This design comes from an exercise in tuning for small area and a short achievable clock period on the open sky130 flow, not from production work. At most, simulation tests tie the RTL to the original design; equivalence was not proved. Function not checked in runs 5 and 6: the RTL went through the layout flow alone. Power and IR drop assume default switching activity.

[design.v]
module halfAdder ( a ,b ,sum ,carry );
output sum ;
output carry ;
input a ;
input b ;
assign  sum = a ^ b ;  
assign  carry = a & b;
endmodule
module halfAdderN ( a ,b ,sum ,carry );
output sum ;
output carry ;
input a ;
input b ;
g_xnor2 x0 (a, b, sum);
g_or2 o0 (a, b, carry);
endmodule
module fullAdder (input a ,b ,cin ,
output sum ,carry );
assign  sum = a ^ b ^ cin;  
assign  carry = (a&b) | (b&cin) | (cin&a);
endmodule
module fullAdderF (input a ,b ,cin ,
output sum ,carry );
wire t;
g_xor2 x0 (a, b, t);
g_xor2 x1 (t, cin, sum);
g_maj3 m0 (a, b, cin, carry);
endmodule
module adder4( a ,b ,cin, sum ,carry );
output [3:0] sum ;
output carry ;
input [3:0] a ;
input [3:0] b ;
input cin;
wire [2:0]s;
fullAdder u0 (a[0],b[0],1'b0,sum[0],s[0]);
fullAdder u1 (a[1],b[1],s[0],sum[1],s[1]);
fullAdder u2 (a[2],b[2],s[1],sum[2],s[2]);
fullAdder u3 (a[3],b[3],s[2],sum[3],carry);
endmodule
module alpha_adder16(a,b,cin,sum,carry );
output [15:0] sum ;
output carry ;
input [15:0] a ;
input [15:0] b ;
input cin;
wire [2:0]c;
adder4 a0 (a[3:0],b[3:0],0,sum[3:0],c[0]);
adder4 a1 (a[7:4],b[7:4],c[0],sum[7:4],c[1]);
adder4 a2 (a[11:8],b[11:8],c[1],sum[11:8],c[2]);
adder4 a3 (a[15:12],b[15:12],c[2],sum[15:12],carry);
endmodule
`timescale 1ns / 1ps
module reg_in(clk,in,out);
input clk;
input [7:0]in;
output reg [7:0]out;
always@(posedge clk)
begin
	out<=in;
end
endmodule
module PPG(X,Y,p00,p01,p02,p03,p04,p05,p06,p07,p10,p11,p12,p13,p14,p15,p16,p17,p20,p21,p22,p23,p24,p25,
          p26,p27,p30,p31,p32,p33,p34,p35,p36,p37,p40,p41,p42,p43,p44,p45,p46,p47,p50,p51,p52,p53,
          p54,p55,p56,p57,p60,p61,p62,p63,p64,p65,p66,p67,p70,p71,p72,p73,p74,p75,p76,p77);
      input [7:0] X;
      input [7:0] Y;
		output p00,p01,p02,p03,p04,p05,p06,p07,p10,p11,p12,p13,p14,p15,p16,p17,p20,p21,p22,p23,p24,p25,
           p26,p27,p30,p31,p32,p33,p34,p35,p36,p37,p40,p41,p42,p43,p44,p45,p46,p47,p50,p51,p52,p53,
           p54,p55,p56,p57,p60,p61,p62,p63,p64,p65,p66,p67,p70,p71,p72,p73,p74,p75,p76,p77;
	 assign     p10 = X[1] & Y[0];
    assign     p20 = X[2] & Y[0];
    assign     p30 = X[3] & Y[0];
    assign     p40 = X[4] & Y[0];
    assign     p50 = X[5] & Y[0];
    assign     p60 = X[6] & Y[0];
    assign     p70 = X[7] & Y[0];
    assign     p01 = X[0] & Y[1];
    assign     p11 = X[1] & Y[1];
    assign     p21 = X[2] & Y[1];
    assign     p31 = X[3] & Y[1];
    assign     p41 = X[4] & Y[1];
    assign     p51 = X[5] & Y[1];
    assign     p61 = X[6] & Y[1];
    assign     p71 = X[7] & Y[1];
    assign     p00 = X[0] & Y[0];
    assign     p02 = X[0] & Y[2];
    assign     p12 = X[1] & Y[2];
    assign     p22 = X[2] & Y[2];
    assign     p32 = X[3] & Y[2];
    assign     p42 = X[4] & Y[2];
    assign     p52 = X[5] & Y[2];
    assign     p62 = X[6] & Y[2];
    assign     p72 = X[7] & Y[2];
    assign     p03 = X[0] & Y[3];
    assign     p13 = X[1] & Y[3];
    assign     p23 = X[2] & Y[3];
    assign     p33 = X[3] & Y[3];
    assign     p43 = X[4] & Y[3];
    assign     p53 = X[5] & Y[3];
    assign     p63 = X[6] & Y[3];
    assign     p73 = X[7] & Y[3];
    assign     p04 = X[0] & Y[4];
    assign     p14 = X[1] & Y[4];
    assign     p24 = X[2] & Y[4];
    assign     p34 = X[3] & Y[4];
    assign     p44 = X[4] & Y[4];
    assign     p54 = X[5] & Y[4];
    assign     p64 = X[6] & Y[4];
    assign     p74 = X[7] & Y[4];
    assign     p05 = X[0] & Y[5];
    assign     p15 = X[1] & Y[5];
    assign     p25 = X[2] & Y[5];
    assign     p35 = X[3] & Y[5];
    assign     p45 = X[4] & Y[5];
    assign     p55 = X[5] & Y[5];
    assign     p65 = X[6] & Y[5];
    assign     p75 = X[7] & Y[5];
    assign     p06 = X[0] & Y[6];
    assign     p16 = X[1] & Y[6];
    assign     p26 = X[2] & Y[6];
    assign     p36 = X[3] & Y[6];
    assign     p46 = X[4] & Y[6];
    assign     p56 = X[5] & Y[6];
    assign     p66 = X[6] & Y[6];
    assign     p76 = X[7] & Y[6];
    assign     p07 = X[0] & Y[7];
    assign     p17 = X[1] & Y[7];
    assign     p27 = X[2] & Y[7];
    assign     p37 = X[3] & Y[7];
    assign     p47 = X[4] & Y[7];
    assign     p57 = X[5] & Y[7];
    assign     p67 = X[6] & Y[7];
    assign     p77 = X[7] & Y[7];
endmodule
module PPR(p00,p01,p02,p03,p04,p05,p06,p07,p10,p11,p12,p13,p14,p15,p16,p17,p20,p21,p22,p23,p24,p25,
          p26,p27,p30,p31,p32,p33,p34,p35,p36,p37,p40,p41,p42,p43,p44,p45,p46,p47,p50,p51,p52,p53,
          p54,p55,p56,p57,p60,p61,p62,p63,p64,p65,p66,p67,p70,p71,p72,p73,p74,p75,p76,p77,row1,row2);
input     p00,p01,p02,p03,p04,p05,p06,p07,p10,p11,p12,p13,p14,p15,p16,p17,p20,p21,p22,p23,p24,p25,
          p26,p27,p30,p31,p32,p33,p34,p35,p36,p37,p40,p41,p42,p43,p44,p45,p46,p47,p50,p51,p52,p53,
          p54,p55,p56,p57,p60,p61,p62,p63,p64,p65,p66,p67,p70,p71,p72,p73,p74,p75,p76,p77;
	 output [15:0] row1;
    output [15:0] row2;	 
     wire  [42:1] s;
     wire  [42:1] c;
 	  halfAdder  h1(p60,p51,s[1],c[1]);
     fullAdder  h2(p70,p61,p52,s[2],c[2]);
     halfAdder  h3(p43,p34,s[3],c[3]);
     fullAdder  h4(p62,p53,p44,s[4],c[4]);
     halfAdder  h5(p26,p35,s[5],c[5]);
     fullAdder  h6(p36,p45,p54,s[6],c[6]);
    halfAdder  h7(p31,p40,s[7],c[7]);
    halfAdder  h8(p14,p23,s[8],c[8]);
    fullAdder  h9(p32,p50,p41,s[9],c[9]);
    fullAdder  h10(p06,p15,p24,s[10],c[10]);
    fullAdder  h11(p33,p42,s[1],s[11],c[11]);
    fullAdder  h12(p07,p16,p25,s[12],c[12]);    
    fullAdder  h13(s[2],s[3],c[1],s[13],c[13]);
    fullAdder  h14(p71,p17,s[5],s[14],c[14]);
    fullAdder  h15(c[2],s[4],c[3],s[15],c[15]);
    fullAdder  h16(p63,p27,p72 ,s[16],c[16]);
    fullAdder  h17(s[6],c[4], c[5],s[17],c[17]);
    fullAdder  h18(p55,p64,p73,s[18],c[18]);
    fullAdder  h19(p37,p46,c[6],s[19],c[19]);
    fullAdder  h20(p56,p65,p74,s[20],c[20]);
    halfAdder  h21(p21,p30,s[21],c[21]);
    fullAdder  h22(p13,p22,s[7],s[22],c[22]);
    fullAdder  h23(s[8],s[9],c[7],s[23],c[23]);
    fullAdder  h24(s[11],c[8],c[9],s[24],c[24]);
    fullAdder  h25(s[13],c[10],c[11],s[25],c[25]);
    fullAdder  h26(s[15],c[12],c[13],s[26],c[26]);
    fullAdder  h27(s[17],c[14],c[15],s[27],c[27]);
    fullAdder  h28(s[19],c[16],c[17],s[28],c[28]);
    fullAdder  h29(c[18],c[19],p47,s[29],c[29]);
    fullAdder  h30(p66,p75,c[20],s[30],c[30]);
    halfAdder  h31(p11,p20,s[31],c[31]);
    fullAdder  h32(p03,p12,s[21],s[32],c[32]);
    fullAdder  h33(p04,c[21],s[22],s[33],c[33]);
    fullAdder  h34(p05,s[23],c[22],s[34],c[34]);
    fullAdder  h35(s[10],s[24],c[23],s[35],c[35]);
    fullAdder  h36(s[12],s[25],c[24],s[36],c[36]);
    fullAdder  h37(s[14],s[26],c[25],s[37],c[37]);
    fullAdder  h38(s[16],s[27],c[26],s[38],c[38]);
    fullAdder  h40(s[18],s[28],c[27],s[39],c[39]);
    fullAdder  h41(s[20],s[29],c[28],s[40],c[40]);
    fullAdder  h42(p57,s[30],c[29],s[41],c[41]);
    fullAdder  h43(p67,p76,c[30],s[42],c[42]);
    assign row1[0] = p00;
    assign row1[1] = p01;
    assign row1[2] = p02;
    assign row1[3] = s[32];
    assign row1[4] = s[33];
    assign row1[5] = s[34];
    assign row1[6] = s[35];
    assign row1[7] = s[36];
    assign row1[8] = s[37];
    assign row1[9] = s[38];
    assign row1[10]= s[39];
    assign row1[11]= s[40];
    assign row1[12]= s[41];
    assign row1[13]= s[42];
    assign row1[14]= p77;
    assign row1[15]= 0;
    assign row2[0] = 0;
    assign row2[1] = p10;
    assign row2[2] = s[31];
    assign row2[3] = c[31];
    assign row2[4] = c[32];
    assign row2[5] = c[33];
    assign row2[6] = c[34];
    assign row2[7] = c[35];
    assign row2[8] = c[36];
    assign row2[9] = c[37];
    assign row2[10]= c[38];
    assign row2[11]= c[39];
    assign row2[12]= c[40];
    assign row2[13]= c[41];
    assign row2[14]= c[42];
    assign row2[15]= 0;
endmodule
`timescale 1ns / 1ps
module MAC(clk, reset, X, Y, reg_Pro);
  input clk, reset;
  input [7:0] X;
  input [7:0] Y;
  output reg [15:0] reg_Pro;
  wire p00_d = ~(X[0] & Y[0]);
  wire p01_d = ~(X[0] & Y[1]);
  wire p02_d = ~(X[0] & Y[2]);
  wire p03_d = ~(X[0] & Y[3]);
  wire p04_d = ~(X[0] & Y[4]);
  wire p05_d = ~(X[0] & Y[5]);
  wire p06_d = ~(X[0] & Y[6]);
  wire p07_d = ~(X[0] & Y[7]);
  wire p10_d = ~(X[1] & Y[0]);
  wire p11_d = ~(X[1] & Y[1]);
  wire p12_d = ~(X[1] & Y[2]);
  wire p13_d = ~(X[1] & Y[3]);
  wire p14_d = ~(X[1] & Y[4]);
  wire p15_d = ~(X[1] & Y[5]);
  wire p16_d = ~(X[1] & Y[6]);
  wire p17_d = ~(X[1] & Y[7]);
  wire p20_d = ~(X[2] & Y[0]);
  wire p21_d = ~(X[2] & Y[1]);
  wire p22_d = ~(X[2] & Y[2]);
  wire p23_d = ~(X[2] & Y[3]);
  wire p24_d = ~(X[2] & Y[4]);
  wire p25_d = ~(X[2] & Y[5]);
  wire p26_d = ~(X[2] & Y[6]);
  wire p27_d = ~(X[2] & Y[7]);
  wire p30_d = ~(X[3] & Y[0]);
  wire p31_d = ~(X[3] & Y[1]);
  wire p32_d = ~(X[3] & Y[2]);
  wire p33_d = ~(X[3] & Y[3]);
  wire p34_d = ~(X[3] & Y[4]);
  wire p35_d = ~(X[3] & Y[5]);
  wire p36_d = ~(X[3] & Y[6]);
  wire p37_d = ~(X[3] & Y[7]);
  wire p40_d = ~(X[4] & Y[0]);
  wire p41_d = ~(X[4] & Y[1]);
  wire p42_d = ~(X[4] & Y[2]);
  wire p43_d = ~(X[4] & Y[3]);
  wire p44_d = ~(X[4] & Y[4]);
  wire p45_d = ~(X[4] & Y[5]);
  wire p46_d = ~(X[4] & Y[6]);
  wire p47_d = ~(X[4] & Y[7]);
  wire p50_d = ~(X[5] & Y[0]);
  wire p51_d = ~(X[5] & Y[1]);
  wire p52_d = ~(X[5] & Y[2]);
  wire p53_d = ~(X[5] & Y[3]);
  wire p54_d = ~(X[5] & Y[4]);
  wire p55_d = ~(X[5] & Y[5]);
  wire p56_d = ~(X[5] & Y[6]);
  wire p57_d = ~(X[5] & Y[7]);
  wire p60_d = ~(X[6] & Y[0]);
  wire p61_d = ~(X[6] & Y[1]);
  wire p62_d = ~(X[6] & Y[2]);
  wire p63_d = ~(X[6] & Y[3]);
  wire p64_d = ~(X[6] & Y[4]);
  wire p65_d = ~(X[6] & Y[5]);
  wire p66_d = ~(X[6] & Y[6]);
  wire p67_d = ~(X[6] & Y[7]);
  wire p70_d = ~(X[7] & Y[0]);
  wire p71_d = ~(X[7] & Y[1]);
  wire p72_d = ~(X[7] & Y[2]);
  wire p73_d = ~(X[7] & Y[3]);
  wire p74_d = ~(X[7] & Y[4]);
  wire p75_d = ~(X[7] & Y[5]);
  wire p76_d = ~(X[7] & Y[6]);
  wire p77_d = ~(X[7] & Y[7]);
  wire s1_d, c1_d;
  halfAdderN u_s1(p60_d, p51_d, s1_d, c1_d);
  wire s2_d, c2_d;
  fullAdderF h2(p70_d, p61_d, p52_d, s2_d, c2_d);
  wire s3_d, c3_d;
  halfAdderN u_s3(p43_d, p34_d, s3_d, c3_d);
  wire s4_d, c4_d;
  fullAdderF h4(p62_d, p53_d, p44_d, s4_d, c4_d);
  wire s5_d, c5_d;
  halfAdderN u_s5(p26_d, p35_d, s5_d, c5_d);
  wire s6_d, c6_d;
  fullAdderF h6(p36_d, p45_d, p54_d, s6_d, c6_d);
  wire s7_d, c7_d;
  halfAdderN u_s7(p31_d, p40_d, s7_d, c7_d);
  wire s8_d, c8_d;
  halfAdderN u_s8(p14_d, p23_d, s8_d, c8_d);
  wire s9_d, c9_d;
  fullAdder h9(p32_d, p50_d, p41_d, s9_d, c9_d);
  wire s10_d, c10_d;
  fullAdder h10(p06_d, p15_d, p24_d, s10_d, c10_d);
  wire s11_d, c11_d;
  fullAdderF h11(p33_d, p42_d, s1_d, s11_d, c11_d);
  wire s12_d, c12_d;
  fullAdder h12(p07_d, p16_d, p25_d, s12_d, c12_d);
  wire s13_d, c13_d;
  fullAdderF h13(c1_d, s3_d, s2_d, s13_d, c13_d);
  wire s14_d, c14_d;
  fullAdderF h14(p71_d, p17_d, s5_d, s14_d, c14_d);
  wire s15_d, c15_d;
  fullAdderF h15(c3_d, c2_d, s4_d, s15_d, c15_d);
  wire s16_d, c16_d;
  fullAdder h16(p63_d, p27_d, p72_d, s16_d, c16_d);
  wire s17_d, c17_d;
  fullAdderF h17(c5_d, c4_d, s6_d, s17_d, c17_d);
  wire s18_d, c18_d;
  fullAdder h18(p55_d, p64_d, p73_d, s18_d, c18_d);
  wire s19_d, c19_d;
  fullAdderF h19(p37_d, p46_d, c6_d, s19_d, c19_d);
  wire s20_d, c20_d;
  fullAdder h20(p56_d, p65_d, p74_d, s20_d, c20_d);
  wire s21_d, c21_d;
  halfAdderN u_s21(p21_d, p30_d, s21_d, c21_d);
  wire s22_d, c22_d;
  fullAdder h22(p13_d, p22_d, s7_d, s22_d, c22_d);
  wire s23_d, c23_d;
  fullAdder h23(s8_d, s9_d, c7_d, s23_d, c23_d);
  wire s24_d, c24_d;
  fullAdderF h24(c8_d, c9_d, s11_d, s24_d, c24_d);
  wire s25_d, c25_d;
  fullAdderF h25(c10_d, c11_d, s13_d, s25_d, c25_d);
  wire s26_d, c26_d;
  fullAdderF h26(c12_d, c13_d, s15_d, s26_d, c26_d);
  wire s27_d, c27_d;
  fullAdderF h27(c14_d, c15_d, s17_d, s27_d, c27_d);
  wire s28_d, c28_d;
  fullAdderF h28(c16_d, s19_d, c17_d, s28_d, c28_d);
  wire s29_d, c29_d;
  fullAdderF h29(p47_d, c18_d, c19_d, s29_d, c29_d);
  wire s30_d, c30_d;
  fullAdder h30(p66_d, p75_d, c20_d, s30_d, c30_d);
  wire s31_d, c31_d;
  halfAdderN u_s31(p11_d, p20_d, s31_d, c31_d);
  wire s32_d, c32_d;
  fullAdder h32(p03_d, p12_d, s21_d, s32_d, c32_d);
  wire s33_d, c33_d;
  fullAdder h33(p04_d, c21_d, s22_d, s33_d, c33_d);
  wire s34_d, c34_d;
  fullAdderF h34(p05_d, c22_d, s23_d, s34_d, c34_d);
  wire s35_d, c35_d;
  fullAdderF h35(s10_d, c23_d, s24_d, s35_d, c35_d);
  wire s36_d, c36_d;
  fullAdderF h36(s12_d, c24_d, s25_d, s36_d, c36_d);
  wire s37_d, c37_d;
  fullAdderF h37(s14_d, c25_d, s26_d, s37_d, c37_d);
  wire s38_d, c38_d;
  fullAdderF h38(s16_d, c26_d, s27_d, s38_d, c38_d);
  wire s39_d, c39_d;
  fullAdderF h40(s18_d, c27_d, s28_d, s39_d, c39_d);
  wire s40_d, c40_d;
  fullAdderF h41(s20_d, s29_d, c28_d, s40_d, c40_d);
  wire s41_d, c41_d;
  fullAdderF h42(p57_d, s30_d, c29_d, s41_d, c41_d);
  wire s42_d, c42_d;
  fullAdderF h43(p67_d, p76_d, c30_d, s42_d, c42_d);
  wire [3:0] a0_d = {~s32_d,~p02_d,~p01_d,~p00_d} + {~c31_d,~s31_d,~p10_d,1'b0};
  reg c32_q, s33_q, c33_q, s34_q, c34_q, s35_q, c35_q, s36_q, c36_q, s37_q, c37_q, s38_q, c38_q, s39_q, c39_q, s40_q, c40_q, s41_q, c41_q, s42_q, c42_q, p77_q;
  reg [3:0] a0_q;
  always @(posedge clk) begin
    c32_q <= c32_d;
    s33_q <= s33_d;
    c33_q <= c33_d;
    s34_q <= s34_d;
    c34_q <= c34_d;
    s35_q <= s35_d;
    c35_q <= c35_d;
    s36_q <= s36_d;
    c36_q <= c36_d;
    s37_q <= s37_d;
    c37_q <= c37_d;
    s38_q <= s38_d;
    c38_q <= c38_d;
    s39_q <= s39_d;
    c39_q <= c39_d;
    s40_q <= s40_d;
    c40_q <= c40_d;
    s41_q <= s41_d;
    c41_q <= c41_d;
    s42_q <= s42_d;
    c42_q <= c42_d;
    p77_q <= p77_d;
    a0_q <= a0_d;
  end
  wire c32 = c32_q;
  wire s33 = s33_q;
  wire c33 = c33_q;
  wire s34 = s34_q;
  wire c34 = c34_q;
  wire s35 = s35_q;
  wire c35 = c35_q;
  wire s36 = s36_q;
  wire c36 = c36_q;
  wire s37 = s37_q;
  wire c37 = c37_q;
  wire s38 = s38_q;
  wire c38 = c38_q;
  wire s39 = s39_q;
  wire c39 = c39_q;
  wire s40 = s40_q;
  wire c40 = c40_q;
  wire s41 = s41_q;
  wire c41 = c41_q;
  wire s42 = s42_q;
  wire c42 = c42_q;
  wire p77 = p77_q;
  wire [15:4] row1 = {1'b0,~p77,~s42,~s41,~s40,~s39,~s38,~s37,~s36,~s35,~s34,~s33};
  wire [15:4] row2 = {1'b0,~c42,~c41,~c40,~c39,~c38,~c37,~c36,~c35,~c34,~c33,~c32};
  wire [3:0] dg1 = row1[7:4] & row2[7:4];
  wire [3:0] dt1 = row1[7:4] | row2[7:4];
  wire d1 = dg1[3] | (dt1[3] & dg1[2]) | (dt1[3] & dt1[2] & dg1[1]) | (dt1[3] & dt1[2] & dt1[1] & dg1[0]);
  wire [3:0] dg2 = row1[11:8] & row2[11:8];
  wire [3:0] dt2 = row1[11:8] | row2[11:8];
  wire d2 = dg2[3] | (dt2[3] & dg2[2]) | (dt2[3] & dt2[2] & dg2[1]) | (dt2[3] & dt2[2] & dt2[1] & dg2[0]);
  wire [15:4] cs_s, cs_c;
  wire cs_sn4, cs_cn4;
  fullAdder u_cs4(~reg_Pro[4], s33, c32, cs_sn4, cs_cn4);
  assign cs_s[4] = ~cs_sn4;
  assign cs_c[4] = ~cs_cn4;
  wire cs_sn5, cs_cn5;
  fullAdder u_cs5(~reg_Pro[5], s34, c33, cs_sn5, cs_cn5);
  assign cs_s[5] = ~cs_sn5;
  assign cs_c[5] = ~cs_cn5;
  wire cs_sn6, cs_cn6;
  fullAdder u_cs6(~reg_Pro[6], s35, c34, cs_sn6, cs_cn6);
  assign cs_s[6] = ~cs_sn6;
  assign cs_c[6] = ~cs_cn6;
  wire cs_sn7, cs_cn7;
  fullAdder u_cs7(~reg_Pro[7], s36, c35, cs_sn7, cs_cn7);
  assign cs_s[7] = ~cs_sn7;
  assign cs_c[7] = ~cs_cn7;
  wire cs_sn8, cs_cn8;
  fullAdder u_cs8(~reg_Pro[8], s37, c36, cs_sn8, cs_cn8);
  assign cs_s[8] = ~cs_sn8;
  assign cs_c[8] = ~cs_cn8;
  wire cs_sn9, cs_cn9;
  fullAdder u_cs9(~reg_Pro[9], s38, c37, cs_sn9, cs_cn9);
  assign cs_s[9] = ~cs_sn9;
  assign cs_c[9] = ~cs_cn9;
  wire cs_sn10, cs_cn10;
  fullAdder u_cs10(~reg_Pro[10], s39, c38, cs_sn10, cs_cn10);
  assign cs_s[10] = ~cs_sn10;
  assign cs_c[10] = ~cs_cn10;
  wire cs_sn11, cs_cn11;
  fullAdder u_cs11(~reg_Pro[11], s40, c39, cs_sn11, cs_cn11);
  assign cs_s[11] = ~cs_sn11;
  assign cs_c[11] = ~cs_cn11;
  wire cs_sn12, cs_cn12;
  fullAdder u_cs12(~reg_Pro[12], s41, c40, cs_sn12, cs_cn12);
  assign cs_s[12] = ~cs_sn12;
  assign cs_c[12] = ~cs_cn12;
  wire cs_sn13, cs_cn13;
  fullAdder u_cs13(~reg_Pro[13], s42, c41, cs_sn13, cs_cn13);
  assign cs_s[13] = ~cs_sn13;
  assign cs_c[13] = ~cs_cn13;
  wire cs_sn14, cs_cn14;
  fullAdder u_cs14(~reg_Pro[14], p77, c42, cs_sn14, cs_cn14);
  assign cs_s[14] = ~cs_sn14;
  assign cs_c[14] = ~cs_cn14;
  assign cs_s[15] = reg_Pro[15];
  assign cs_c[15] = 1'b0;
  wire cs_sn15 = ~reg_Pro[15];
  wire cs_cn15 = 1'b1;
  wire gv1 = cs_c[7] & ~d1;
  wire pv1 = cs_c[7] | ~d1;
  wire gv2 = cs_c[11] & ~d2;
  wire pv2 = cs_c[11] | ~d2;
  wire hg0, hp0;
  halfAdder u_gp0(reg_Pro[0], a0_q[0], hp0, hg0);
  wire hg1, hp1;
  halfAdder u_gp1(reg_Pro[1], a0_q[1], hp1, hg1);
  wire hg2, hp2;
  halfAdder u_gp2(reg_Pro[2], a0_q[2], hp2, hg2);
  wire hg3, hp3;
  halfAdder u_gp3(reg_Pro[3], a0_q[3], hp3, hg3);
  wire hg5, hp5;
  g_xor2 u_hp5(cs_sn5, cs_cn4, hp5);
  g_nor2 u_hg5(cs_sn5, cs_cn4, hg5);
  wire hg6, hp6;
  g_xor2 u_hp6(cs_sn6, cs_cn5, hp6);
  g_nor2 u_hg6(cs_sn6, cs_cn5, hg6);
  wire hg7, hp7;
  g_xor2 u_hp7(cs_sn7, cs_cn6, hp7);
  g_nor2 u_hg7(cs_sn7, cs_cn6, hg7);
  wire hg9, hp9;
  g_xor2 u_hp9(cs_sn9, cs_cn8, hp9);
  g_nor2 u_hg9(cs_sn9, cs_cn8, hg9);
  wire hg10, hp10;
  g_xor2 u_hp10(cs_sn10, cs_cn9, hp10);
  g_nor2 u_hg10(cs_sn10, cs_cn9, hg10);
  wire hg11, hp11;
  g_xor2 u_hp11(cs_sn11, cs_cn10, hp11);
  g_nor2 u_hg11(cs_sn11, cs_cn10, hg11);
  wire hg13, hp13;
  g_xor2 u_hp13(cs_sn13, cs_cn12, hp13);
  g_nor2 u_hg13(cs_sn13, cs_cn12, hg13);
  wire hg14, hp14;
  g_xor2 u_hp14(cs_sn14, cs_cn13, hp14);
  g_nor2 u_hg14(cs_sn14, cs_cn13, hg14);
  wire hg15, hp15;
  g_xor2 u_hp15(cs_sn15, cs_cn14, hp15);
  g_nor2 u_hg15(cs_sn15, cs_cn14, hg15);
  wire w1;
  g_a21oi u_w1(hp1, hg0, hg1, w1);
  wire w2;
  g_inv u_w2(w1, w2);
  wire w3;
  g_a21oi u_w3(hp2, w2, hg2, w3);
  wire w4;
  g_inv u_w4(w3, w4);
  wire w5;
  g_a21oi u_w5(hp3, w4, hg3, w5);
  wire w6;
  g_inv u_w6(cs_sn4, w6);
  wire w7;
  g_nand2 u_w7(hp5, w6, w7);
  wire w8;
  g_a21oi u_w8(hp6, hg5, hg6, w8);
  wire w9;
  g_inv u_w9(w7, w9);
  wire w10;
  g_nand2 u_w10(hp6, w9, w10);
  wire w11;
  g_a21oi u_w11(hp7, hg6, hg7, w11);
  wire w12;
  g_nand2 u_w12(hp7, hp6, w12);
  wire w13;
  g_inv u_w13(hg5, w13);
  wire w14;
  g_o21ai u_w14(w12, w13, w11, w14);
  wire w15;
  g_nor2 u_w15(w12, w7, w15);
  wire w16;
  g_a21oi u_w16(pv1, w14, gv1, w16);
  wire w17;
  g_nand2 u_w17(pv1, w15, w17);
  wire w18;
  g_inv u_w18(cs_sn8, w18);
  wire w19;
  g_nand2 u_w19(hp9, w18, w19);
  wire w20;
  g_a21oi u_w20(hp10, hg9, hg10, w20);
  wire w21;
  g_inv u_w21(w19, w21);
  wire w22;
  g_nand2 u_w22(hp10, w21, w22);
  wire w23;
  g_a21oi u_w23(hp11, hg10, hg11, w23);
  wire w24;
  g_nand2 u_w24(hp11, hp10, w24);
  wire w25;
  g_inv u_w25(hg9, w25);
  wire w26;
  g_o21ai u_w26(w24, w25, w23, w26);
  wire w27;
  g_nor2 u_w27(w24, w19, w27);
  wire w28;
  g_a21oi u_w28(pv2, w26, gv2, w28);
  wire w29;
  g_nand2 u_w29(pv2, w27, w29);
  wire w30;
  g_inv u_w30(cs_sn12, w30);
  wire w31;
  g_nand2 u_w31(hp13, w30, w31);
  wire w32;
  g_a21oi u_w32(hp14, hg13, hg14, w32);
  wire w33;
  g_inv u_w33(w31, w33);
  wire w34;
  g_nand2 u_w34(hp14, w33, w34);
  wire w35;
  g_o21ai u_w35(w17, w5, w16, w35);
  wire w36;
  g_o21ai u_w36(w29, w16, w28, w36);
  wire w37;
  g_nor2 u_w37(w29, w17, w37);
  wire w38;
  g_inv u_w38(w5, w38);
  wire w39;
  g_a21oi u_w39(w37, w38, w36, w39);
  wire w40;
  g_nand2 u_w40(w6, w38, w40);
  wire w41;
  g_a21oi u_w41(w9, w38, hg5, w41);
  wire w42;
  g_o21ai u_w42(w10, w5, w8, w42);
  wire w43;
  g_nand2 u_w43(w18, w35, w43);
  wire w44;
  g_a21oi u_w44(w21, w35, hg9, w44);
  wire w45;
  g_inv u_w45(w35, w45);
  wire w46;
  g_o21ai u_w46(w22, w45, w20, w46);
  wire w47;
  g_nor2 u_w47(cs_sn12, w39, w47);
  wire w48;
  g_inv u_w48(w39, w48);
  wire w49;
  g_a21oi u_w49(w33, w48, hg13, w49);
  wire w50;
  g_o21ai u_w50(w34, w39, w32, w50);
  wire [15:0] nxt;
  wire w51;
  g_inv u_w51(hp0, w51);
  g_nor2 u_rst0(w51, reset, nxt[0]);
  wire w52;
  g_xnor2 u_w52(hp1, hg0, w52);
  g_nor2 u_rst1(w52, reset, nxt[1]);
  wire w53;
  g_xnor2 u_w53(hp2, w2, w53);
  g_nor2 u_rst2(w53, reset, nxt[2]);
  wire w54;
  g_xnor2 u_w54(hp3, w4, w54);
  g_nor2 u_rst3(w54, reset, nxt[3]);
  wire w55;
  g_xnor2 u_w55(w6, w38, w55);
  g_nor2 u_rst4(w55, reset, nxt[4]);
  wire w56;
  g_xor2 u_w56(hp5, w40, w56);
  g_nor2 u_rst5(w56, reset, nxt[5]);
  wire w57;
  g_xor2 u_w57(hp6, w41, w57);
  g_nor2 u_rst6(w57, reset, nxt[6]);
  wire w58;
  g_xnor2 u_w58(hp7, w42, w58);
  g_nor2 u_rst7(w58, reset, nxt[7]);
  wire w59;
  g_xnor2 u_w59(w18, w35, w59);
  g_nor2 u_rst8(w59, reset, nxt[8]);
  wire w60;
  g_xor2 u_w60(hp9, w43, w60);
  g_nor2 u_rst9(w60, reset, nxt[9]);
  wire w61;
  g_xor2 u_w61(hp10, w44, w61);
  g_nor2 u_rst10(w61, reset, nxt[10]);
  wire w62;
  g_xnor2 u_w62(hp11, w46, w62);
  g_nor2 u_rst11(w62, reset, nxt[11]);
  wire w63;
  g_xnor2 u_w63(w30, w48, w63);
  g_nor2 u_rst12(w63, reset, nxt[12]);
  wire w64;
  g_xnor2 u_w64(hp13, w47, w64);
  g_nor2 u_rst13(w64, reset, nxt[13]);
  wire w65;
  g_xor2 u_w65(hp14, w49, w65);
  g_nor2 u_rst14(w65, reset, nxt[14]);
  wire w66;
  g_xnor2 u_w66(hp15, w50, w66);
  g_nor2 u_rst15(w66, reset, nxt[15]);
  always @(posedge clk) reg_Pro <= nxt;
endmodule
module g_inv (input a, output y);
  assign y = ~a;
endmodule
module g_nand2 (input a, b, output y);
  assign y = ~(a & b);
endmodule
module g_nor2 (input a, b, output y);
  assign y = ~(a | b);
endmodule
module g_xor2 (input a, b, output y);
  assign y = a ^ b;
endmodule
module g_xnor2 (input a, b, output y);
  assign y = ~(a ^ b);
endmodule
module g_a21oi (input a1, a2, b1, output y);
  assign y = ~((a1 & a2) | b1);
endmodule
module g_o21ai (input a1, a2, b1, output y);
  assign y = ~((a1 | a2) & b1);
endmodule
module g_or2 (input a, b, output y);
  assign y = a | b;
endmodule
module g_maj3 (input a, b, c, output y);
  assign y = (a & b) | (b & c) | (c & a);
endmodule
[flow/run.sh]
#!/bin/bash
# The standard layout (standard.sh) with two changes:
#  - the port buffers that placement inserts start as the smallest buffer;
#  - after the standard synthesis, combinational cells that abc sized up are set back to
#    drive strength 1 (same function and pins), before floorplan; the flow's repair steps
#    size up again the ones that need it. Registers are not touched.
set -euo pipefail
RES=$PWD/orfs/results/$FLOW_PLATFORM/MAC/base
ARGS=("BUFFER_PORTS_ARGS=-buffer_cell sky130_fd_sc_hd__buf_1")
bash standard.sh "${ARGS[@]}" $RES/1_2_yosys.v > synth.log 2>&1
python3 flow/downsize.py $RES/1_2_yosys.v > downsize.log 2>&1
bash standard.sh "${ARGS[@]}" finish > layout.log 2>&1
[flow/downsize.py]
# Set abc-upsized combinational cells of the synthesized netlist back to drive strength 1.
import re,sys,collections
path=sys.argv[1]
lib=open('/OpenROAD-flow-scripts/flow/platforms/sky130hd/lib/sky130_fd_sc_hd__tt_025C_1v80.lib').read()
cells=set(re.findall(r'cell \("(sky130_fd_sc_hd__\w+)"\)',lib))
KEEP=('df','dl','sdf','edf','conb','clk','tap','fill','decap','diode','buf','inv','lpflow','probe','ebuf','einv','mux2i')
v=open(path).read()
cnt=collections.Counter()
def sub(m):
    name,base,size=m.group(0),m.group(1),m.group(2)
    short=base.replace('sky130_fd_sc_hd__','')
    if size=='1' or any(short.startswith(k) for k in KEEP): return name
    new='%s_1'%base
    if new not in cells: return name
    cnt[name+' -> '+new]+=1
    return new
v2=re.sub(r'\b(sky130_fd_sc_hd__[a-z0-9]+)_(\d+)\b(?=\s+\S+\s*\()',sub,v)
open(path,'w').write(v2)
for k,n in sorted(cnt.items()): print(n,k)
[standard.sh]
#!/bin/bash
# synth_recipe.tcl (not shown) runs the flow's synth.tcl, then flattens the netlist and writes it again
# the make line also repeats each setting of config.mk as NAME=value (left out here)
make -C /OpenROAD-flow-scripts/flow DESIGN_CONFIG=/design/flow/config.mk WORK_HOME=/design/flow/orfs CLKGATE_MAP_FILE= SYNTH_SCRIPT=/design/flow/synth_recipe.tcl "${@:-finish}"
[config.mk]
export PLATFORM = sky130hd
export DESIGN_NAME = MAC
export DESIGN_NICKNAME = MAC
export VERILOG_FILES = /design/flow/design.v
export SDC_FILE = /design/flow/constraint.sdc
export NUM_CORES = 4
export LEC_CHECK = 0
export CAP_MARGIN = 20
export CORE_MARGIN = 2
export CORE_UTILIZATION = 40
export SETUP_SLACK_MARGIN = 2.85
export SLEW_MARGIN = 20
export SYNTH_HIERARCHICAL = 1
export SYNTH_MINIMUM_KEEP_SIZE = 0
[constraint.sdc]
create_clock -name core_clock -period 5.5 [get_ports {clk}]
set_input_delay 1.1000 -clock core_clock [delete_from_list [all_inputs] [get_ports {clk}]]
set_output_delay 1.1000 -clock core_clock [all_outputs]
set_load 0.01 [all_outputs]
==> results_dict.tcl, run 1 <==
set metrics [dict create \
    vias 2320 \
    wirelength_mm 5.75 \
    fill_cells 783 \
    min_period_ps 2550 \
    tightest_slew_ps 671 \
    dp_hpwl_mm 4.83 \
    use_met3_pct 1.95 \
    slowest_delay_ps 320 \
    cp.arrival_ps 2730 \
    largestRegisters "reg_Pro x16, a0_q x4" \
    synth_warnings 7 \
    syn_nets 413 \
    max_freq_mhz 393 \
    cp_max_fo 8 \
    numCtsBuffers 5 \
    first_pass_iters 4 \
    fin_ws_ps 2950 \
    cap_violations 0 \
    io_buffer_count 33 \
    rsz0062_at_grt "yes" \
    regMostFlops "reg_Pro" \
    worstSetupPathType "input port to flop" \
    cts_hold_buf 0 \
    clkTransAtPathRegs_ps 80 \
    antenna_found_initial 0 \
    drive_gt1_share_pct 12.6 \
    core-area_mm2 0.00769 \
    place_congestion 0.811 \
    start_kind "input port" \
    ios 34 \
    clockRootBuffer "clkbuf_8" \
    multiInputGateArea_mm2 0.00225 \
    layout_commonest_cell "xor2_1" \
    crit_path_cell_trace "buf_2 > nand2_4 > xor2_1 > xor2_1 > maj3_2 > xor2_1 > xor2_1 > maj3_2" \
    dp_cells 491 \
    nets 442 \
    grt_use_total_pct 14.9 \
    leakage_nw 1.39 \
    wire_per_inst_um 11.6 \
    final_cell_mix "62 x xor2_1, 61 x nand2_1, 42 x dfxtp_1" \
    drt_iter0_markers 53 \
    slew_headroom_pct 55.2 \
    die_y_um 92.6 \
    clock_skew_ps 8.36 \
    slowest_stage "maj3_2" \
    cts_tree "yes" \
    die_x_um 92.6 \
    peakVddDrop_uv 142 \
    slew_violations 0 \
    largest_register_ffs 16 \
    clock-sinks 42 \
    top_usage_layer "met2" \
    post-place-ws_ps 2350 \
    clk_path_buf_depth 2 \
    endpoint_kind "flop" \
    grt-ovfl-total 0 \
    syn_area_mm2 0.00314 \
    via_per_inst 4.66 \
    hold_viol 0 \
    area_growth_pct 13.2 \
    rows 32 \
    initial_utilization_pct 40.9 \
    fin_crit_sh_pct 46.3 \
    tns_ps 0 \
    syn_inst 367 \
    diodes 0 \
    status "finished clean" \
    powerDensity_mw_per_mm2 467 \
    synth_area_per_cell_um2 8.56 \
    crit_path_frequent_cell "xor2_1" \
    cts_setup_buffers 0 \
    grt_pass1_wl_mm 10.3 \
    drc 0 \
    finalSetupViolCount 0 \
    grtUsageMet1_pct 20.3 \
    htreeDepth 2 \
    clock_latency_ps 290 \
    grt_use_met2_pct 24.6 \
    grt_pass1_vias 2210 \
    grt_max_degree 17 \
    required_ps 5680 \
    seq_area_um2 841 \
    dieArea_mm2 0.00858 \
    fin_cells 498 \
    ant_nets 0 \
    hp-class "flop to flop" \
]
[path summary, 6_finish.rpt]
path	startpoint	endpoint	slack [ps]	cells past startpoint
worst max-delay path	Y[1]	c37_q	2950	8
worst max register to register	reg_Pro[6]	reg_Pro[11]	3090	11
worst min-delay path	a0_q[0]	reg_Pro[0]	580	3
worst min register to register	a0_q[0]	reg_Pro[0]	580	3
[per-layer routing]
metal / vias to the layer above / wire length [µm]
li1: 1213 / -
met1: 1067 / 2820
met2: 36 / 2690
met3: 4 / 158
met4: 0 / 79
met5: - / 0
[per-stage QoR]
stage	total power [mW]	utilization [%]	hold WS (ps)	cell area, µm²
floorplan	1.32	-	519	3390
global placement	1.47	44.8	534	3440
detailed placement	1.49	44.8	556	3440
CTS	1.68	46.0	583	3540
global route	1.86	46.3	616	3560
finish	1.66	46.3	575	3560
[what timing repair did]
| action | 4_1_cts | 5_1_grt |
|---|---|---|
| cloned | 0 | 0 |
| pin swaps | 0 | 1 |
| setup endpoints to repair | 17 | 9 |
| resized for setup | 12 | 8 |
[worst max-delay path: cells and delay by family]
| family | cells | cell delay [ps] |
|---|---|---|
| adders and majority gates | 2 | 580 |
| buffers and inverters | 1 | 200 |
| and+or+nand+nor | 1 | 80 |
| xor gates and xnor gates | 4 | 770 |
[report_power, final]
part / switching, mW / internal (mW)
logic: 0.562 / 0.432
clock network: 0.0967 / 0.0851
registers: 0.0762 / 0.409
total: 0.735 / 0.926
[final cells by class]
type | instances | share of cell area (%)
clock buffer | 5 | 1.93
multi-input combinational | 287 | 63.3
inverter | 27 | 2.85
tap | 102 | 3.59
timing repair buffer | 33 | 4.36
clock inverter | 2 | 0.281
sequential | 42 | 23.6
==> run 2: changes to the inputs <==
--- a/config.mk
+++ b/config.mk
@@ -14 +14,2 @@
 export SYNTH_MINIMUM_KEEP_SIZE = 0
+export TNS_END_PERCENT = 10
==> run 2 against run 1 <==
Critical path depth decreased by 1; power down 0.58%; clock power is 2% higher; via count decreased by 0.22%; cell count stayed put; clock skew is 3.6 ps lower; design area is 1.1% lower; sequential cell count unchanged; die area stayed put; routed wire length is 3.8% lower; non-clock buffer count did not move; fmax is 1.8% lower.
==> results_dict.tcl, run 2 <==
set metrics [dict create \
    clkTransAtPathRegs_ps 80 \
    cts_tree "yes" \
    syn_nets 413 \
    crit_path_frequent_cell "xor2_1" \
    nets 442 \
    grt_pass1_vias 2190 \
    ios 34 \
    max_freq_mhz 386 \
    io_buffer_count 33 \
    regMostFlops "reg_Pro" \
    synth_area_per_cell_um2 8.56 \
    syn_inst 367 \
    drt_iter0_markers 42 \
    numCtsBuffers 5 \
    cts_setup_buffers 0 \
    slew_violations 0 \
    hold_viol 0 \
    final_cell_mix "62 x nand2_1, 62 x xor2_1, 42 x dfxtp_1" \
    synth_warnings 7 \
    drc 0 \
    status "finished clean" \
    die_x_um 92.6 \
    fin_ws_ps 2910 \
    clock_latency_ps 290 \
    cap_violations 0 \
    cp.arrival_ps 2770 \
    via_per_inst 4.65 \
    fin_crit_sh_pct 47.1 \
    wire_per_inst_um 11.1 \
    start_kind "input port" \
    grt_pass1_wl_mm 9.74 \
    htreeDepth 2 \
    cp_max_fo 8 \
    clk_path_buf_depth 2 \
    syn_area_mm2 0.00314 \
    dieArea_mm2 0.00858 \
    tns_ps 0 \
    crit_path_cell_trace "buf_1 > nand2_1 > xnor2_1 > maj3_1 > xor2_1 > xor2_1 > maj3_2" \
    slew_headroom_pct 54.0 \
    first_pass_iters 4 \
    vias 2315 \
    area_growth_pct 12.0 \
    slowest_stage "maj3_1" \
    peakVddDrop_uv 139 \
    powerDensity_mw_per_mm2 469 \
    initial_utilization_pct 40.9 \
    grt-ovfl-total 0 \
    drive_gt1_share_pct 11.9 \
    die_y_um 92.6 \
    clockRootBuffer "clkbuf_8" \
    largestRegisters "reg_Pro x16, a0_q x4" \
    post-place-ws_ps 2370 \
    grt_use_total_pct 14.1 \
    rows 32 \
    grt_max_degree 17 \
    antenna_found_initial 0 \
    slowest_delay_ps 400 \
    wirelength_mm 5.54 \
    place_congestion 0.773 \
    finalSetupViolCount 0 \
    dp_hpwl_mm 4.68 \
    diodes 0 \
    min_period_ps 2590 \
    clock-sinks 42 \
    top_usage_layer "met2" \
    worstSetupPathType "input port to flop" \
    endpoint_kind "flop" \
    grtUsageMet1_pct 18.7 \
    use_met3_pct 2.12 \
    grt_use_met2_pct 23.1 \
    clock_skew_ps 4.73 \
    rsz0062_at_grt "yes" \
    required_ps 5680 \
    core-area_mm2 0.00769 \
    ant_nets 0 \
    hp-class "flop to flop" \
    leakage_nw 1.35 \
    tightest_slew_ps 690 \
    largest_register_ffs 16 \
]
[run 2: where the power goes]
group          internal (mW)  switching (mW)
Combinational          0.428           0.552
Sequential             0.409          0.0755
Clock                 0.0865          0.0997
Total                  0.924           0.728
[run 2: timing repair]
item,in CTS,in global routing
hold buffers,0,0
gates cloned,0,0
gates resized for setup,8,4
setup endpoints to repair,15,20
[run 2: worst max-delay path, delay by kind of cell]
kind | cells | cell delay (ps)
xor+xnor | 3 | 530
fa+ha+maj | 2 | 710
buf+inv | 1 | 290
simple gates | 1 | 130
[run 2: final timing paths]
| check | slack (ps) | cells after the start | start | end |
|---|---|---|---|---|
| worst min register to register | 570 | 3 | a0_q[0] | reg_Pro[0] |
| worst min-delay path | 570 | 3 | a0_q[0] | reg_Pro[0] |
| worst max-delay path | 2910 | 7 | X[2] | c38_q |
| worst max register to register | 3040 | 12 | reg_Pro[7] | reg_Pro[14] |
[run 2: metal layers]
| layer | vias to the layer above | share of wire [%] |
|---|---|---|
| met5 | - | 0 |
| met4 | 0 | 1.6 |
| met3 | 6 | 3.2 |
| met2 | 34 | 46 |
| met1 | 1062 | 49 |
| li1 | 1213 | - |
[run 2: area by class of cell]
class                           instances  area [µm²]
Tap cell                              102         128
Timing Repair Buffer                   33         139
Sequential cell                        42         841
Multi-Input combinational cell        287        2230
Fill cell                             777        4170
Clock buffer                            5        68.8
Inverter                               27         101
Clock inverter                          2        15.0
[run 2: per-stage QoR]
stage                     std cells  instance area, µm²  hold slack (ps)  total power, mW  util, %
after floorplan                 367                3370              519             1.32        -
after global placement          491                3420              534             1.47     44.5
after detailed placement        491                3420              558             1.49     44.5
after CTS                       498                3510              577             1.68     45.7
after global routing            498                3520              616             1.85     45.8
final                           498                3520              568             1.65     45.8
==> run 3: changes to the inputs <==
--- a/config.mk
+++ b/config.mk
@@ -14,2 +14,2 @@
 export SYNTH_MINIMUM_KEEP_SIZE = 0
-export TNS_END_PERCENT = 10
+export TNS_END_PERCENT = 40
==> run 3 against run 2 <==
Count of clock-buffer cells in the layout is 2 higher; first-iteration DRC count is 36% higher; die area stayed put; critical path depth is 1 higher; synthesized cell count stayed put; clock skew is 6.2 ps higher; non-clock buffer count stayed put; global-route usage is 0.75 points higher; register-to-register slack worse by 20 ps; critical path type unchanged; highest routed layer unchanged.
==> results_dict.tcl, run 3 <==
set metrics [dict create \
    status "finished clean" \
    cap_violations 0 \
    required_ps 5710 \
    drive_gt1_share_pct 12.6 \
    clock-sinks 42 \
    die_y_um 92.6 \
    regMostFlops "reg_Pro" \
    clk_path_buf_depth 2 \
    drt_iter0_markers 57 \
    wire_per_inst_um 11.5 \
    cp.arrival_ps 2790 \
    grt_max_degree 17 \
    min_period_ps 2570 \
    multiInputGateArea_mm2 0.00225 \
    io_buffer_count 33 \
    antenna_found_initial 0 \
    largestRegisters "reg_Pro x16, a0_q x4" \
    max_freq_mhz 389 \
    tightest_slew_ps 668 \
    worstSetupPathType "input port to flop" \
    numCtsBuffers 5 \
    fin_crit_sh_pct 46.8 \
    cts_tree "yes" \
    final_cell_mix "62 x nand2_1, 62 x xor2_1, 42 x dfxtp_1" \
    place_congestion 0.819 \
    rows 32 \
    clockRootBuffer "clkbuf_8" \
    area_growth_pct 13.6 \
    fin_cells 499 \
    leakage_nw 1.39 \
    seq_area_um2 841 \
    syn_area_mm2 0.00314 \
    grt-ovfl-total 0 \
    postPlaceCellArea_mm2 0.00343 \
    first_pass_iters 4 \
    core-area_mm2 0.00769 \
    start_kind "input port" \
    dieArea_mm2 0.00858 \
    slew_headroom_pct 55.5 \
    powerDensity_mw_per_mm2 480 \
    nets 442 \
    dp_cells 491 \
    initial_utilization_pct 40.9 \
    tns_ps 0 \
    via_per_inst 4.63 \
    clock_latency_ps 290 \
    grt_pass1_wl_mm 10.1 \
    fill_cells 801 \
    clkTransAtPathRegs_ps 80 \
    wirelength_mm 5.73 \
    synth_area_per_cell_um2 8.56 \
    slew_violations 0 \
    dp_hpwl_mm 4.88 \
    ios 34 \
    syn_inst 367 \
    hold_viol 0 \
    fin_area_mm2 0.00357 \
    drc 0 \
    synth_warnings 7 \
    clock_skew_ps 11.0 \
    htreeDepth 2 \
    endpoint_kind "flop" \
    ant_nets 0 \
    grt_pass1_vias 2215 \
    cp_max_fo 8 \
    rsz0062_at_grt "yes" \
    die_x_um 92.6 \
    largest_register_ffs 16 \
    syn_nets 413 \
    grt_use_total_pct 14.8 \
    peakVddDrop_uv 138 \
    vias 2310 \
    hp-class "flop to flop" \
    diodes 0 \
    finalSetupViolCount 0 \
]
## run 3: cell type report
cell class	count	area share, %
Clock buffer	7	2.14
Multi-Input combinational cell	287	63.1
Tap cell	102	3.57
Inverter	27	2.84
Sequential cell	42	23.5
Timing Repair Buffer	33	3.99
Clock inverter	1	0.841
## run 3: power by group
part	total [mW]	switching, mW	leakage [nW]	internal, mW
sequential	0.488	0.0783	0.351	0.409
clock	0.233	0.0971	0.0524	0.136
combinational	0.995	0.562	0.986	0.433
## run 3: path summary, 6_finish.rpt
check | startpoint | end | slack [ps] | cells after the start
max | Y[4] | s38_q | 2930 | 8
min | a0_q[0] | reg_Pro[0] | 570 | 3
max reg2reg | reg_Pro[7] | reg_Pro[14] | 3020 | 12
min reg2reg | a0_q[0] | reg_Pro[0] | 570 | 3
## run 3: worst max-delay path: stages
cell	delay (ps)
buf_2	210
nand2_1	130
or2_1	290
xor2_1	200
xor2_1	260
maj3_2	260
xor2_1	170
xor2_1	150
## run 3: metal layers
metal  track usage, %  vias up  wire length, µm
li1                 -     1217                -
met1             20.6     1050             2830
met2             23.9       38             2630
met3             2.20        5              202
met4             4.41        0               74
met5                0        -                0
## run 3: metrics by stage
step	total power, mW	setup WS (ps)	hold slack [ps]	utilization, %
after floorplan	1.32	2830	519	-
after global placement	1.47	2430	541	44.6
after detailed placement	1.49	2370	550	44.6
after CTS	1.73	2860	569	46.2
after global routing	1.90	2780	615	46.5
final	1.72	2930	569	46.5
## run 3: what timing repair did
action / 4_1_cts / 5_1_grt
setup endpoints to repair: 17 / 11
gates resized for setup: 12 / 5
pin swaps: 0 / 0
hold buffers: 0 / 0
buffers inserted: 0 / 0
==> run 4: changes to the inputs <==
--- a/config.mk
+++ b/config.mk
@@ -8,4 +8,7 @@
 export CAP_MARGIN = 20
+export CELL_PAD_IN_SITES_DETAIL_PLACEMENT = 0
+export CELL_PAD_IN_SITES_GLOBAL_PLACEMENT = 0
 export CORE_MARGIN = 2
 export CORE_UTILIZATION = 40
+export PLACE_DENSITY = 0.8
 export SETUP_SLACK_MARGIN = 2.85
@@ -14,2 +17 @@
 export SYNTH_MINIMUM_KEEP_SIZE = 0
-export TNS_END_PERCENT = 40
==> run 4 against run 3 <==
Hold slack better by 10 ps; clock power down 21%; synthesized cell count unchanged; die area unchanged; critical endpoint is now c37_q; sequential cell count unchanged; critical path depth unchanged; design area down 0.14%; register-to-register slack about the same; non-clock buffer count up 1; still clean; first-iteration DRC count down 1.8%; combinational power up 5%.
==> results_dict.tcl, run 4 <==
set metrics [dict create \
    cp.arrival_ps 2810 \
    rsz0062_at_grt "yes" \
    die_x_um 92.6 \
    endpoint_kind "flop" \
    syn_area_mm2 0.00314 \
    slew_violations 0 \
    cap_violations 0 \
    largestRegisters "reg_Pro x16, a0_q x4" \
    clock_skew_ps 7.38 \
    drive_gt1_share_pct 13.1 \
    slew_headroom_pct 53.3 \
    clock_latency_ps 290 \
    initial_utilization_pct 40.9 \
    clkTransAtPathRegs_ps 80 \
    clock-sinks 42 \
    clockRootBuffer "clkbuf_8" \
    vias 2436 \
    required_ps 5730 \
    syn_nets 413 \
    start_kind "input port" \
    die_y_um 92.6 \
    status "finished clean" \
    finalSetupViolCount 0 \
    place_congestion 0.865 \
    grt_use_total_pct 15.1 \
    wirelength_mm 6.17 \
    drc 0 \
    grt-ovfl-total 0 \
    drt_iter0_markers 56 \
    grt_pass1_wl_mm 10.5 \
    area_growth_pct 13.5 \
    min_period_ps 2580 \
    startpoint "Y[1]" \
    fill_cells 750 \
    synth_warnings 7 \
    grt_pass1_vias 2388 \
    hp-start "a0_q[0]" \
    via_per_inst 4.88 \
    multiInputGateArea_mm2 0.00226 \
    core-area_mm2 0.00769 \
    cp_max_fo 8 \
    hold_viol 0 \
    wire_per_inst_um 12.4 \
    antenna_found_initial 0 \
    tightest_slew_ps 701 \
    cts_tree "yes" \
    regMostFlops "reg_Pro" \
    io_buffer_count 33 \
    seq_area_um2 841 \
    dieArea_mm2 0.00858 \
    final_cell_mix "62 x xor2_1, 61 x nand2_1, 42 x dfxtp_1" \
    rows 32 \
    powerDensity_mw_per_mm2 479 \
    max_freq_mhz 388 \
    hp-class "flop to flop" \
    worstSetupPathType "input port to flop" \
    leakage_nw 1.39 \
    clk_path_buf_depth 2 \
    numCtsBuffers 5 \
    grt_max_degree 17 \
    fin_crit_sh_pct 46.9 \
    synth_area_per_cell_um2 8.56 \
    ios 34 \
    layout_commonest_cell "xor2_1" \
    syn_inst 367 \
    ant_nets 0 \
    tns_ps 0 \
    reg2reg_from "reg_Pro[7]" \
    largest_register_ffs 16 \
    diodes 0 \
    dp_hpwl_mm 5.11 \
    post-route-util_pct 46.4 \
    nets 443 \
    peakVddDrop_uv 136 \
    first_pass_iters 4 \
    htreeDepth 2 \
]
[run 4: path summary, 6_finish.rpt]
path | end | depth (start not counted) | slack [ps]
setup / recovery | c37_q | 8 | 2920
hold / removal | reg_Pro[0] | 3 | 580
setup reg to reg | reg_Pro[14] | 12 | 3030
hold reg to reg | reg_Pro[0] | 3 | 580
[run 4: area by class of cell]
class                      count  area share, %
multi-input combinational    287           63.5
tap                          102           3.58
sequential                    42           23.6
timing repair buffer          34           4.35
clock buffer                   7           2.14
inverter                      27           2.84
[run 4: per-stage QoR]
| step | setup slack (ps) | instance area (µm²) | hold WS, ps | power, mW | std cells |
|---|---|---|---|---|---|
| 2_1_floorplan | 2830 | 3390 | 519 | 1.32 | 367 |
| 3_3_place_gp | 2440 | 3440 | 552 | 1.45 | 491 |
| 3_5_place_dp | 2360 | 3440 | 562 | 1.51 | 491 |
| 4_1_cts | 2900 | 3530 | 575 | 1.70 | 498 |
| 5_1_grt | 2770 | 3570 | 590 | 1.88 | 499 |
| 6_report | 2920 | 3570 | 579 | 1.71 | 499 |
[run 4: per-layer routing]
layer | routed length [µm] | global-route usage [%] | up-vias
li1 | - | - | 1211
met1 | 2740 | 18.5 | 1150
met2 | 3010 | 27.0 | 66
met3 | 315 | 2.52 | 9
met4 | 106 | 5.27 | 0
met5 | 0 | 0 | -
[run 4: report_power, final]
group	switching, mW	internal, mW
Combinational	0.596	0.442
Sequential	0.0780	0.409
Clock	0.0960	0.0874
Total	0.770	0.938
[run 4: critical path, stage by stage]
cell and delay, ps:
buf_2 210, nand2_4 70, xor2_1 170, xor2_1 270, maj3_2 270, xor2_1 170
xor2_1 290, maj3_2 250
[run 4: what timing repair did]
action | in CTS | in global routing
hold buffers | 0 | 0
gates resized for setup | 12 | 8
setup endpoints to repair | 17 | 8
buffers inserted | 0 | 1
==> run 5: changes to the inputs <==
--- a/design.v
+++ b/design.v
@@ -28,2 +28,12 @@
 endmodule
+module fullAdderFN (input a ,b ,cin ,
+output sum ,carry );
+wire t, n0, n1, n2;
+g_xor2 x0 (a, b, t);
+g_xor2 x1 (t, cin, sum);
+g_nand2 m0 (a, b, n0);
+g_nand2 m1 (b, cin, n1);
+g_nand2 m2 (a, cin, n2);
+g_nand3 m3 (n0, n1, n2, carry);
+endmodule
 module adder4( a ,b ,cin, sum ,carry );
@@ -698 +708,13 @@
 endmodule
+module g_a21boi (input a1, a2, b1n, output y);
+  assign y = ~((a1 & a2) | ~b1n);
+endmodule
+module g_o21bai (input a1, a2, b1n, output y);
+  assign y = ~((a1 | a2) & ~b1n);
+endmodule
+module g_nor2b (input a, bn, output y);
+  assign y = ~(a | ~bn);
+endmodule
+module g_nand3 (input a, b, c, output y);
+  assign y = ~(a & b & c);
+endmodule
--- a/config.mk
+++ b/config.mk
@@ -8,7 +8,4 @@
 export CAP_MARGIN = 20
-export CELL_PAD_IN_SITES_DETAIL_PLACEMENT = 0
-export CELL_PAD_IN_SITES_GLOBAL_PLACEMENT = 0
 export CORE_MARGIN = 2
 export CORE_UTILIZATION = 40
-export PLACE_DENSITY = 0.8
 export SETUP_SLACK_MARGIN = 2.85
==> run 5 against run 4 <==
Still clean on timing, DRC and antenna; cell count fell by 0.20%; clock power hardly changed; area after synthesis unchanged.
==> results_dict.tcl, run 5 <==
set metrics [dict create \
    finalSetupViolCount 0 \
    slew_violations 0 \
    place_congestion 0.811 \
    nets 442 \
    area_growth_pct 13.2 \
    reg2reg_from "reg_Pro[6]" \
    min_period_ps 2550 \
    synth_area_per_cell_um2 8.56 \
    largestRegisters "reg_Pro x16, a0_q x4" \
    grt-ovfl-total 0 \
    cts_setup_buffers 0 \
    fin_crit_sh_pct 46.3 \
    syn_area_mm2 0.00314 \
    postPlaceCellArea_mm2 0.00344 \
    critPathCapture "c37_q" \
    clkTransAtPathRegs_ps 80 \
    endpoint_kind "flop" \
    grt_pass1_wl_mm 10.3 \
    worstSetupPathType "input port to flop" \
    wire_per_inst_um 11.6 \
    status "finished clean" \
    initial_utilization_pct 40.9 \
    clkPwrFrac_pct 10.9 \
    ios 34 \
    die_x_um 92.6 \
    cap_violations 0 \
    fin_area_mm2 0.00356 \
    tns_ps 0 \
    rsz0062_at_grt "yes" \
    via_per_inst 4.66 \
    synth_warnings 7 \
    dp_hpwl_mm 4.83 \
    clk_path_buf_depth 2 \
    clock_skew_ps 8.36 \
    vias 2320 \
    p_sw_share_pct 44.2 \
    hp-class "flop to flop" \
    rows 32 \
    core-area_mm2 0.00769 \
    grt_pass1_vias 2210 \
    ff2ff_path_depth 11 \
    htreeDepth 2 \
    diodes 0 \
    final_cell_mix "62 x xor2_1, 61 x nand2_1, 42 x dfxtp_1" \
    p_int_uw 926 \
    r2r_slack_ps 3090 \
    grt_use_total_pct 14.9 \
    ant_nets 0 \
    clock_latency_ps 290 \
    first_pass_iters 4 \
    peakVddDrop_uv 142 \
    numCtsBuffers 5 \
    syn_inst 367 \
    cts_tree "yes" \
    powerDensity_mw_per_mm2 467 \
    die_y_um 92.6 \
    clockRootBuffer "clkbuf_8" \
    max_freq_mhz 393 \
    comb_power_share_pct 59.8 \
    tightest_slew_ps 671 \
    leakage_nw 1.39 \
    regMostFlops "reg_Pro" \
    antenna_found_initial 0 \
    power_frac_seq_pct 29.2 \
    hold_viol 0 \
    required_ps 5680 \
    drc 0 \
    layout_commonest_cell "xor2_1" \
    start_kind "input port" \
    slew_headroom_pct 55.2 \
    clock-sinks 42 \
    startpoint "Y[1]" \
    cp.arrival_ps 2730 \
    rr_endpoint "reg_Pro[11]" \
    grt_max_degree 17 \
    syn_nets 413 \
    dieArea_mm2 0.00858 \
    wirelength_mm 5.75 \
    cp_max_fo 8 \
    io_buffer_count 33 \
    power.switching_uw 735 \
    drive_gt1_share_pct 12.6 \
    largest_register_ffs 16 \
    drt_iter0_markers 53 \
    cts_hold_buf 0 \
]
[run 5: how the worst min path moves through the flow]
stage               startpoint    endpoint  slack, ps  depth (start not counted)
detailed placement     a0_q[0]  reg_Pro[0]        560                          3
global route           a0_q[0]  reg_Pro[0]        620                          3
global placement       a0_q[0]  reg_Pro[0]        530                          3
floorplan              a0_q[0]  reg_Pro[0]        520                          3
CTS                    a0_q[0]  reg_Pro[0]        580                          3
finish                 a0_q[0]  reg_Pro[0]        580                          3
[run 5: power groups by stage]
stage	clock network, mW	logic [mW]	registers, mW
4_1_cts	0.191	1.00	0.488
6_report	0.182	0.994	0.486
2_1_floorplan	0	0.823	0.499
5_1_grt	0.203	1.15	0.502
3_3_place_gp	0	0.981	0.490
3_5_place_dp	0	1.00	0.495
[run 5: stage by stage]
stage                     cells  hold slack, ps  power [mW]  util (%)  setup slack (ps)
final                       498             575        1.66      46.3              2950
after global routing        498             616        1.86      46.3              2850
after CTS                   498             583        1.68      46.0              2890
after detailed placement    491             556        1.49      44.8              2350
after global placement      491             534        1.47      44.8              2400
after floorplan             367             519        1.32         -              2830
[run 5: area by class of cell]
type,count,area [µm²]
Clock inverter,2,10.0
Inverter,27,101
Multi-Input combinational cell,287,2250
Sequential cell,42,841
Timing Repair Buffer,33,155
Clock buffer,5,68.8
Fill cell,783,4130
Tap cell,102,128
[run 5: what timing repair did]
action | in CTS | in global routing
endpoints found under the hold margin | 0 | 0
endpoints found under the setup margin | 17 | 9
pin swaps | 0 | 1
resized for setup | 12 | 8
[run 5: layer usage]
layer  part of all wire, %  wire [µm]  vias to the layer above  track usage [%]
met5                     0          0                        -                0
met4                   1.4         79                        0             5.02
met3                   2.7        158                        4             1.95
met2                    47       2690                       36             24.6
met1                    49       2820                     1067             20.3
li1                      -          -                     1213                -
[run 5: critical path, cell delays in order]
cell	delay (ps)
buf_2	200
nand2_4	80
xor2_1	200
xor2_1	260
maj3_2	260
xor2_1	180
xor2_1	130
maj3_2	320
==> run 6: changes to the inputs <==
--- a/design.v
+++ b/design.v
@@ -367,19 +367,19 @@
   wire s34_d, c34_d;
-  fullAdderF h34(p05_d, c22_d, s23_d, s34_d, c34_d);
+  fullAdderFN h34(p05_d, c22_d, s23_d, s34_d, c34_d);
   wire s35_d, c35_d;
-  fullAdderF h35(s10_d, c23_d, s24_d, s35_d, c35_d);
+  fullAdderFN h35(s10_d, c23_d, s24_d, s35_d, c35_d);
   wire s36_d, c36_d;
-  fullAdderF h36(s12_d, c24_d, s25_d, s36_d, c36_d);
+  fullAdderFN h36(s12_d, c24_d, s25_d, s36_d, c36_d);
   wire s37_d, c37_d;
-  fullAdderF h37(s14_d, c25_d, s26_d, s37_d, c37_d);
+  fullAdderFN h37(s14_d, c25_d, s26_d, s37_d, c37_d);
   wire s38_d, c38_d;
-  fullAdderF h38(s16_d, c26_d, s27_d, s38_d, c38_d);
+  fullAdderFN h38(s16_d, c26_d, s27_d, s38_d, c38_d);
   wire s39_d, c39_d;
-  fullAdderF h40(s18_d, c27_d, s28_d, s39_d, c39_d);
+  fullAdderFN h40(s18_d, c27_d, s28_d, s39_d, c39_d);
   wire s40_d, c40_d;
-  fullAdderF h41(s20_d, s29_d, c28_d, s40_d, c40_d);
+  fullAdderFN h41(s20_d, s29_d, c28_d, s40_d, c40_d);
   wire s41_d, c41_d;
-  fullAdderF h42(p57_d, s30_d, c29_d, s41_d, c41_d);
+  fullAdderFN h42(p57_d, s30_d, c29_d, s41_d, c41_d);
   wire s42_d, c42_d;
-  fullAdderF h43(p67_d, p76_d, c30_d, s42_d, c42_d);
+  fullAdderFN h43(p67_d, p76_d, c30_d, s42_d, c42_d);
   wire [3:0] a0_d = {~s32_d,~p02_d,~p01_d,~p00_d} + {~c31_d,~s31_d,~p10_d,1'b0};
==> run 6 against run 5 <==
Via count up 6.0%; utilization up 0.31 points; critical endpoint is now s38_q; still clean; combinational power about the same; synthesized cell count up 7.4%; non-clock buffer count up 1; largest cell class unchanged.
==> results_dict.tcl, run 6 <==
set metrics [dict create \
    core-area_mm2 0.00773 \
    worstSetupPathType "input port to flop" \
    antenna_found_initial 0 \
    nets 470 \
    via_per_inst 4.68 \
    cp.arrival_ps 2740 \
    use_met3_pct 2.26 \
    max_freq_mhz 389 \
    tns_ps 0 \
    die_y_um 93.4 \
    start_kind "input port" \
    ios 34 \
    slew_headroom_pct 54.8 \
    grt_max_degree 17 \
    rr_endpoint "reg_Pro[14]" \
    first_pass_iters 4 \
    layout_commonest_cell "nand2_1" \
    startpoint "Y[2]" \
    post-place-ws_ps 2380 \
    drive_gt1_share_pct 10.4 \
    clock_skew_ps 6.56 \
    clock-sinks 42 \
    io_buffer_count 33 \
    slowest_delay_ps 350 \
    critPathCapture "s38_q" \
    crit_path_cell_trace "buf_2 > nand2_1 > maj3_2 > xor2_1 > xor2_1 > maj3_2 > xor2_1 > xor2_1" \
    finalSetupViolCount 0 \
    synth_area_per_cell_um2 8.12 \
    r2r_slack_ps 3120 \
    path_depth 8 \
    wirelength_mm 6.02 \
    ff2ff_path_depth 12 \
    syn_inst 394 \
    die_x_um 93.4 \
    hold_viol 0 \
    drt_iter0_markers 55 \
    slowest_stage "maj3_2" \
    p_total_mw 1.75 \
    fin_crit_sh_pct 46.8 \
    area_growth_pct 12.5 \
    place_congestion 0.822 \
    cpLargestDelayFamily "adder cells" \
    postPlaceCellArea_mm2 0.00345 \
    dieArea_mm2 0.00873 \
    drc 0 \
    fill_cells 765 \
    regMostFlops "reg_Pro" \
    cp_max_fo 8 \
    vias 2460 \
    grt_pass1_vias 2472 \
    tightest_slew_ps 678 \
    ant_nets 0 \
    slew_violations 0 \
    initial_utilization_pct 41.4 \
    cts_tree "yes" \
    htreeDepth 2 \
    syn_area_mm2 0.00320 \
    final_cell_mix "95 x nand2_1, 60 x xor2_1, 42 x dfxtp_1" \
    rsz0062_at_grt "yes" \
    clkTransAtPathRegs_ps 80 \
    syn_nets 440 \
    wire_per_inst_um 11.4 \
    peakVddDrop_uv 154 \
    reg2reg_from "reg_Pro[7]" \
    grtUsageMet1_pct 21.2 \
    grt_use_total_pct 15.9 \
    top_usage_layer "met2" \
    min_period_ps 2570 \
    leakage_nw 1.46 \
    hp-class "flop to flop" \
    clk_path_buf_depth 2 \
    dp_hpwl_mm 5.03 \
    numCtsBuffers 5 \
    fin_area_mm2 0.00360 \
    crit_path_frequent_cell "xor2_1" \
    status "finished clean" \
    grt_pass1_wl_mm 11.3 \
    grt-ovfl-total 0 \
    rows 32 \
    clockRootBuffer "clkbuf_8" \
    endpoint_kind "flop" \
    fin_ws_ps 2930 \
    cts_hold_buf 0 \
    cap_violations 0 \
    diodes 0 \
    powerDensity_mw_per_mm2 485 \
    largestRegisters "reg_Pro x16, a0_q x4" \
    clock_latency_ps 290 \
    largest_register_ffs 16 \
    grt_use_met2_pct 26.6 \
    required_ps 5670 \
    path_buf_inv 1 \
    synth_warnings 7 \
]
[run 6: cell types whose count changed in the layout (fill, tap and decap cells not counted), moves of 3 or more]
cell,before,now
clkbuf_4,6,0
nand3_1,0,9
nand2_4,8,0
maj3_2,18,12
nand2_1,61,95
buf_2,6,11
maj3_1,6,3
[run 6: metrics by stage]
step | utilization [%] | std cells | hold slack (ps)
detailed placement | 44.6 | 518 | 555
floorplan | - | 394 | 519
CTS | 46.2 | 525 | 583
global placement | 44.6 | 518 | 533
global route | 46.6 | 526 | 622
finish | 46.6 | 526 | 566
[run 6: layout make-up]
cell class,instances,area (µm²),share of cell area (%)
Multi-Input combinational cell,314,2270,63.0
Sequential cell,42,841,23.4
Timing Repair Buffer,34,149,4.14
Tap cell,102,128,3.55
Inverter,27,101,2.82
Clock buffer,6,82.6,2.29
Clock inverter,1,30.0,0.834
[run 6: power by group]
| part | internal [mW] | leakage (nW) | switching, mW |
|---|---|---|---|
| clock | 0.145 | 0.0573 | 0.0977 |
| combinational | 0.434 | 1.05 | 0.581 |
| sequential | 0.410 | 0.351 | 0.0790 |
| total | 0.989 | 1.46 | 0.758 |
[run 6: metal layers]
| layer | vias up | wire (µm) | part of all wire, % |
|---|---|---|---|
| li1 | 1292 | - | - |
| met1 | 1118 | 2850 | 47 |
| met2 | 46 | 2820 | 47 |
| met3 | 4 | 288 | 4.8 |
| met4 | 0 | 61 | 1.0 |
| met5 | - | 0 | 0 |
[run 6: worst min-delay path, cell delays in order, from the launching register on]
cell and delay (ps):
dfxtp_1 320, ha_1 110, inv_1 30, nor2_1 70
[run 6: worst min-delay path by stage]
stage	cells after the start	slack, ps	startpoint	endpoint
detailed placement	3	560	a0_q[0]	reg_Pro[0]
finish	3	570	a0_q[0]	reg_Pro[0]
global route	3	620	a0_q[0]	reg_Pro[0]
global placement	3	530	a0_q[0]	reg_Pro[0]
CTS	3	580	a0_q[0]	reg_Pro[0]
floorplan	3	520	a0_q[0]	reg_Pro[0]
[run 6: timing repair]
action / CTS / global route
buffers inserted: 0 / 1
pin swaps: 0 / 2
gates resized for setup: 11 / 6
gates cloned: 0 / 0
setup endpoints to repair: 7 / 13

Re-timed with assumed drivers on the ports (clkbuf_16 on the clock, buf_2 on other inputs), run 6 has 2.933 ns of setup slack against 2.928 ns with ideal ports, and 2.621 ns once port delays also move by the mid clock arrival of 0.312 ns.
